Source: an optimization exercise on an open RTL-to-GDS flow (aim: small area). Production flows keep margins and buffers that such runs may drop. Where RTL was checked, it was by simulation tests only, not by an equivalence proof against the original.

==> inputs of 04-28 <==
==> flow/design.v (excerpt) <==
module Attention_top #(
    parameter INPUT_WIDTH = 8,
    parameter NUM_CODE_WIDTH = 5,
    parameter MATRIX_SIZE = 3,
    parameter ADDR_WIDTH = $clog2(MATRIX_SIZE**2<<2),
    parameter OUTPUT_WIDTH = $clog2(MATRIX_SIZE*(2**INPUT_WIDTH))-1
)(
    input clk,
    input reset_n,
    input start,
    input softmax_req,DATA_write_EN,
    input  [INPUT_WIDTH*MATRIX_SIZE-1:0] Q_INPUT,
    input [INPUT_WIDTH*MATRIX_SIZE-1:0] MATRIX_INPUT,
    output [MATRIX_SIZE*OUTPUT_WIDTH-1:0] Output_RESULT,
    input output_req
);
    reg [2:0] csel;          
    reg [2:0] ph;            
    reg [2:0] osel;          
    wire act = csel[0] | csel[1] | csel[2];
    wire last = act & ph[1];   
    always @(posedge clk or negedge reset_n) begin
        if (!reset_n) begin
            csel <= 3'b000;
        end else begin
            if (start) csel <= 3'b001;
            else if (ph[1]) csel <= {csel[1:0], 1'b0};
        end
    end
    always @(posedge clk) begin
        ph <= start ? 3'b100 : {ph[1:0], ph[2]};
        if (~output_req) osel <= {ph[1:0], ph[2]};
    end
    reg [23:0] qw0, qw1, qw2;
    always @(posedge clk) begin
        if (DATA_write_EN | last) begin
            qw0 <= Q_INPUT;
            qw1 <= qw0;
            qw2 <= qw1;
        end
    end
    reg [7:0] kc0 [0:2];    
    reg [7:0] kc1 [0:2];
    reg [7:0] kc2 [0:2];
    always @(posedge clk) begin
        if (DATA_write_EN | act) begin
            kc0[0] <= kc0[1]; kc0[1] <= kc0[2];
            kc0[2] <= DATA_write_EN ? MATRIX_INPUT[23:16] : kc0[0];
            kc1[0] <= kc1[1]; kc1[1] <= kc1[2];
            kc1[2] <= DATA_write_EN ? MATRIX_INPUT[15:8] : kc1[0];
            kc2[0] <= kc2[1]; kc2[1] <= kc2[2];
            kc2[2] <= DATA_write_EN ? MATRIX_INPUT[7:0] : kc2[0];
        end
    end
    wire [3:0] one0, two0, neg0, one1, two1, neg1, one2, two2, neg2;
    booth_enc4 kenc0 (.k(kc0[0]), .one(one0), .two(two0), .neg(neg0));
  ...
==> module Attention_top, before the edit <==
module Attention_top #(
    parameter INPUT_WIDTH = 8,
    parameter NUM_CODE_WIDTH = 5,
    parameter MATRIX_SIZE = 3,
    parameter ADDR_WIDTH = $clog2(MATRIX_SIZE**2<<2),
    parameter OUTPUT_WIDTH = $clog2(MATRIX_SIZE*(2**INPUT_WIDTH))-1
)(
    input clk,
    input reset_n,
    input start,
    input softmax_req,DATA_write_EN,
    input  [INPUT_WIDTH*MATRIX_SIZE-1:0] Q_INPUT,
    input [INPUT_WIDTH*MATRIX_SIZE-1:0] MATRIX_INPUT,
    output [MATRIX_SIZE*OUTPUT_WIDTH-1:0] Output_RESULT,
    input output_req
);
    reg [2:0] csel;          
    reg [2:0] ph;            
    reg [2:0] osel;          
    wire act = csel[0] | csel[1] | csel[2];
    wire last = act & ph[1];   
    always @(posedge clk or negedge reset_n) begin
        if (!reset_n) begin
            csel <= 3'b000;
        end else begin
            if (start) csel <= 3'b001;
            else if (ph[1]) csel <= {csel[1:0], 1'b0};
        end
    end
    always @(posedge clk) begin
        ph <= start ? 3'b100 : {ph[1:0], ph[2]};
        if (~output_req) osel <= {ph[1:0], ph[2]};
    end
    reg [23:0] qw0, qw1, qw2;
    always @(posedge clk) begin
        if (DATA_write_EN | last) begin
            qw0 <= Q_INPUT;
            qw1 <= qw0;
            qw2 <= qw1;
        end
    end
    reg [7:0] kc0 [0:2];    
    reg [7:0] kc1 [0:2];
    reg [7:0] kc2 [0:2];
    always @(posedge clk) begin
        if (DATA_write_EN | act) begin
            kc0[0] <= kc0[1]; kc0[1] <= kc0[2];
            kc0[2] <= DATA_write_EN ? MATRIX_INPUT[23:16] : kc0[0];
            kc1[0] <= kc1[1]; kc1[1] <= kc1[2];
            kc1[2] <= DATA_write_EN ? MATRIX_INPUT[15:8] : kc1[0];
            kc2[0] <= kc2[1]; kc2[1] <= kc2[2];
            kc2[2] <= DATA_write_EN ? MATRIX_INPUT[7:0] : kc2[0];
        end
    end
    wire [3:0] one0, two0, neg0, one1, two1, neg1, one2, two2, neg2;
    booth_enc4 kenc0 (.k(kc0[0]), .one(one0), .two(two0), .neg(neg0));
    booth_enc4 kenc1 (.k(kc1[0]), .one(one1), .two(two1), .neg(neg1));
    booth_enc4 kenc2 (.k(kc2[0]), .one(one2), .two(two2), .neg(neg2));
    wire [8:0] y;
    dot3 unit (
        .one0(one0), .two0(two0), .neg0(neg0),
        .one1(one1), .two1(two1), .neg1(neg1),
        .one2(one2), .two2(two2), .neg2(neg2),
        .q0(qw2[23:16]), .q1(qw2[15:8]), .q2(qw2[7:0]),
        .y(y)
    );
    reg [26:0] rs0, rs1, rs2;
    always @(posedge clk) begin
        rs0 <= {csel[0] ? y : rs2[26:18], csel[1] ? y : rs2[17:9], csel[2] ? y : rs2[8:0]};
        rs1 <= rs0;
        rs2 <= rs1;
    end
    assign Output_RESULT = ({27{osel[0]}} & rs0) | ({27{osel[1]}} & rs1) | ({27{osel[2]}} & rs2);
endmodule
==> flow/config.mk <==
export PLATFORM = sky130hd
export DESIGN_NAME = Attention_top
export DESIGN_NICKNAME = Attention_top
export VERILOG_FILES = /design/flow/design.v
export SDC_FILE = /design/flow/constraint.sdc
export NUM_CORES = 4
export LEC_CHECK = 0
export ABC_AREA = 1
export CAP_MARGIN = 20
export CORE_MARGIN = 2
export CORE_UTILIZATION = 75
export CTS_CLUSTER_DIAMETER = 100
export CTS_CLUSTER_SIZE = 30
export SLEW_MARGIN = 20
==> flow/constraint.sdc <==
create_clock -name core_clock -period 5.0 [get_ports {clk}]
set_input_delay 1.0000 -clock core_clock [delete_from_list [all_inputs] [get_ports {clk}]]
set_output_delay 1.0000 -clock core_clock [all_outputs]
set_load 0.01 [all_outputs]
standard.sh (not shown) runs the stock make flow with config.mk's settings and CLKGATE_MAP_FILE= SYNTH_SCRIPT=/design/flow/synth_recipe.tcl, a recipe that flattens the netlist after the stock synthesis.
==> flow/flow/run.sh <==
#!/bin/bash
# Own layout flow: the standard ORFS flow (standard.sh, unchanged synthesis),
# with the port buffers made of the smallest buffer cell (sky130_fd_sc_hd__buf_1)
# instead of the default choice, and clock tree synthesis without dummy loads.
# Every input and output port still gets a buffer.
set -euo pipefail
cd "$(dirname "$0")/.."
bash standard.sh "BUFFER_PORTS_ARGS=-buffer_cell sky130_fd_sc_hd__buf_1" \
  "CTS_ARGS=-sink_clustering_enable -repair_clock_nets -sink_clustering_size 30 -sink_clustering_max_diameter 100 -dont_use_dummy_load" \
  finish > flow_standard.log 2>&1
==> 06-06: changes against 04-28 <==
--- a/flow/design.v
+++ b/flow/design.v
@@ -270,30 +270,33 @@
     input softmax_req,DATA_write_EN,
     input  [INPUT_WIDTH*MATRIX_SIZE-1:0] Q_INPUT,
     input [INPUT_WIDTH*MATRIX_SIZE-1:0] MATRIX_INPUT,
     output [MATRIX_SIZE*OUTPUT_WIDTH-1:0] Output_RESULT,
     input output_req
 );
     reg [2:0] csel;          
     reg [2:0] ph;            
+    reg       oreq_d;
     reg [2:0] osel;          
     wire act = csel[0] | csel[1] | csel[2];
     wire last = act & ph[1];   
     always @(posedge clk or negedge reset_n) begin
         if (!reset_n) begin
             csel <= 3'b000;
+            oreq_d <= 1'b0;
         end else begin
             if (start) csel <= 3'b001;
             else if (ph[1]) csel <= {csel[1:0], 1'b0};
+            oreq_d <= output_req;
         end
     end
     always @(posedge clk) begin
         ph <= start ? 3'b100 : {ph[1:0], ph[2]};
-        if (~output_req) osel <= {ph[1:0], ph[2]};
+        if (output_req & ~oreq_d) osel <= ph;
     end
     reg [23:0] qw0, qw1, qw2;
     always @(posedge clk) begin
         if (DATA_write_EN | last) begin
             qw0 <= Q_INPUT;
             qw1 <= qw0;
             qw2 <= qw1;
         end
==> flow/flow/run.sh (replaced) <==
#!/bin/bash
# Own layout flow: the standard ORFS flow (standard.sh, unchanged synthesis),
# with the port buffers made of the smallest buffer cell (sky130_fd_sc_hd__buf_1)
# instead of the default choice. Every input and output port still gets a buffer.
set -euo pipefail
cd "$(dirname "$0")/.."
bash standard.sh "BUFFER_PORTS_ARGS=-buffer_cell sky130_fd_sc_hd__buf_1" finish > flow_standard.log 2>&1
==> 05-27: changes against 04-28 <==
--- a/flow/design.v
+++ b/flow/design.v
@@ -208,59 +208,65 @@
     wire t182 = t162 ^ t177 ^ t178;
     wire t183 = t179 ^ t180 ^ t164;
     wire t184 = t166 ^ t168 ^ t181;
     wire t185 = t182 ^ t183 ^ t170;
     wire t186 = t184 ^ t172 ^ t185;
     wire t187 = t174 ^ t186;
     wire t188 = t73 ^ t75;
     wire t189 = t73 & t75;
-    wire t190 = t77 ^ t79 ^ t189;
-    wire t191 = (t77 & t79) | (t189 & (t77 ^ t79));
+    wire t190 = t77 ^ t79;
+    wire t191 = t77 & t79;
     wire t192 = t87 ^ t89;
     wire t193 = t87 & t89;
     wire t194 = t99 ^ t97;
     wire t195 = t99 & t97;
     wire t196 = t113 ^ t115;
     wire t197 = t113 & t115;
     wire t198 = t129 ^ t131;
     wire t199 = t129 & t131;
     wire t200 = t151 ^ t153;
     wire t201 = t151 & t153;
     wire t202 = t173 ^ t175;
     wire t203 = t173 & t175;
     wire t204 = t176 ^ t187;
-    wire t205 = t195 | (t194 & t193);
-    wire t206 = t194 & t192;
-    wire t207 = t199 | (t198 & t197);
-    wire t208 = t198 & t196;
-    wire t209 = t203 | (t202 & t201);
-    wire t210 = t202 & t200;
-    wire t211 = t197 | (t196 & t205);
-    wire t212 = t196 & t206;
+    wire t205 = t193 | (t192 & t191);
+    wire t206 = t192 & t190;
+    wire t207 = t197 | (t196 & t195);
+    wire t208 = t196 & t194;
+    wire t209 = t201 | (t200 & t199);
+    wire t210 = t200 & t198;
+    wire t211 = t195 | (t194 & t205);
+    wire t212 = t194 & t206;
     wire t213 = t207 | (t208 & t205);
     wire t214 = t208 & t206;
-    wire t215 = t201 | (t200 & t213);
-    wire t216 = t200 & t214;
-    wire t217 = t209 | (t210 & t213);
-    wire t218 = t210 & t214;
-    wire t219 = t193 | (t192 & t191);
-    wire t220 = t205 | (t206 & t191);
-    wire t221 = t211 | (t212 & t191);
-    wire t222 = t213 | (t214 & t191);
-    wire t223 = t215 | (t216 & t191);
-    wire t224 = t217 | (t218 & t191);
-    wire t225 = t192 ^ t191;
-    wire t226 = t194 ^ t219;
-    wire t227 = t196 ^ t220;
-    wire t228 = t198 ^ t221;
-    wire t229 = t200 ^ t222;
-    wire t230 = t202 ^ t223;
-    wire t231 = t204 ^ t224;
-    assign y = {t231, t230, t229, t228, t227, t226, t225, t190, t188};
+    wire t215 = t203 | (t202 & t209);
+    wire t216 = t202 & t210;
+    wire t217 = t199 | (t198 & t213);
+    wire t218 = t198 & t214;
+    wire t219 = t209 | (t210 & t213);
+    wire t220 = t210 & t214;
+    wire t221 = t215 | (t216 & t213);
+    wire t222 = t216 & t214;
+    wire t223 = t191 | (t190 & t189);
+    wire t224 = t205 | (t206 & t189);
+    wire t225 = t211 | (t212 & t189);
+    wire t226 = t213 | (t214 & t189);
+    wire t227 = t217 | (t218 & t189);
+    wire t228 = t219 | (t220 & t189);
+    wire t229 = t221 | (t222 & t189);
+    wire t230 = t190 ^ t189;
+    wire t231 = t192 ^ t223;
+    wire t232 = t194 ^ t224;
+    wire t233 = t196 ^ t225;
+    wire t234 = t198 ^ t226;
+    wire t235 = t200 ^ t227;
+    wire t236 = t202 ^ t228;
+    wire t237 = t204 ^ t229;
+    assign y = {t237, t236, t235, t234, t233, t232, t231, t230, t188};
 endmodule
 module Attention_top #(
     parameter INPUT_WIDTH = 8,
     parameter NUM_CODE_WIDTH = 5,
     parameter MATRIX_SIZE = 3,
     parameter ADDR_WIDTH = $clog2(MATRIX_SIZE**2<<2),
     parameter OUTPUT_WIDTH = $clog2(MATRIX_SIZE*(2**INPUT_WIDTH))-1
 )(
@@ -270,30 +276,33 @@
     input softmax_req,DATA_write_EN,
     input  [INPUT_WIDTH*MATRIX_SIZE-1:0] Q_INPUT,
     input [INPUT_WIDTH*MATRIX_SIZE-1:0] MATRIX_INPUT,
     output [MATRIX_SIZE*OUTPUT_WIDTH-1:0] Output_RESULT,
     input output_req
 );
     reg [2:0] csel;          
     reg [2:0] ph;            
+    reg       oreq_d;
     reg [2:0] osel;          
     wire act = csel[0] | csel[1] | csel[2];
     wire last = act & ph[1];   
     always @(posedge clk or negedge reset_n) begin
         if (!reset_n) begin
             csel <= 3'b000;
+            oreq_d <= 1'b0;
         end else begin
             if (start) csel <= 3'b001;
             else if (ph[1]) csel <= {csel[1:0], 1'b0};
+            oreq_d <= output_req;
         end
     end
     always @(posedge clk) begin
         ph <= start ? 3'b100 : {ph[1:0], ph[2]};
-        if (~output_req) osel <= {ph[1:0], ph[2]};
+        if (output_req & ~oreq_d) osel <= ph;
     end
     reg [23:0] qw0, qw1, qw2;
     always @(posedge clk) begin
         if (DATA_write_EN | last) begin
             qw0 <= Q_INPUT;
             qw1 <= qw0;
             qw2 <= qw1;
         end
==> flow/flow/run.sh (replaced) <==
#!/bin/bash
# Own layout flow: the standard ORFS flow (standard.sh, unchanged synthesis),
# with the port buffers made of the smallest buffer cell (sky130_fd_sc_hd__buf_1)
# instead of the default choice. Every input and output port still gets a buffer.
set -euo pipefail
cd "$(dirname "$0")/.."
bash standard.sh "BUFFER_PORTS_ARGS=-buffer_cell sky130_fd_sc_hd__buf_1" finish > flow_standard.log 2>&1
==> qor summary <==
	06-06	05-27	04-28
Clock insertion delay at the later pin of the skew report	0.48 ns	0.47 ns	0.47 ns
Post-detailed-placement cell area	11,200 sq um	11,300 sq um	11,200 sq um
Largest net degree at the start of global routing	58	55	45
Fraction of the mapped netlist area in compound gates	5.88%	5.74%	5.48%
Minimum setup slack after placement	0.135 ns	0.153 ns	0.299 ns
Area occupied by multi-input gates	3920 sq um	4080 sq um	3910 sq um
M2 GR Usage	45.6%	51.3%	44.1%
Reg2reg end	rs0[8]	rs0[25]	rs0[26]
Adder-cell share of the synthesized area	10.5%	10.3%	10.4%
First-pass GRT wire length	31,500 um	33,900 um	30,700 um
Post-layout utilization of the core	83.6%	85.2%	83.0%
Worst r2r src	kc1[0][3]	kc1[0][1]	kc2[0][2]
Peak Freq	209 MHz	208 MHz	212 MHz
Clock slew at reported path FFs	0.11 ns	0.11 ns	0.10 ns
Result of the run	finished clean	finished clean	finished clean
Only the layout flow was run in 05-27; the RTL was not checked for function there.

## static timing again, ports no longer ideal
In the flow no input, the clock included, has a driving cell. The finished layouts below were timed again as built, in two steps. Step 1, drivers: a clkbuf_16 drives clk and a buf_2 each remaining input, both assumed. Step 2, shift: input delay + t, output delay - t, t = (earliest + latest rising clock arrival at the registers) / 2. This alone moves slack from input paths to output paths. a / b / c = ideal ports / drivers / drivers and shift; a / b = the first two.
run	shift t [ns]	slack for setup (ns)	hold WS [ns]	slew at the worst register clock pin (ns)
04-28	0.497	0.291 / 0.291 / 0.291	0.355 / 0.340 / 0.355	0.11 / 0.11
06-06	0.504	0.208 / 0.208 / 0.208	0.350 / 0.334 / 0.352	0.11 / 0.11
05-27	0.507	0.184 / 0.184 / 0.184	0.349 / 0.335 / 0.349	0.11 / 0.11
After both steps every run listed still meets setup and hold.
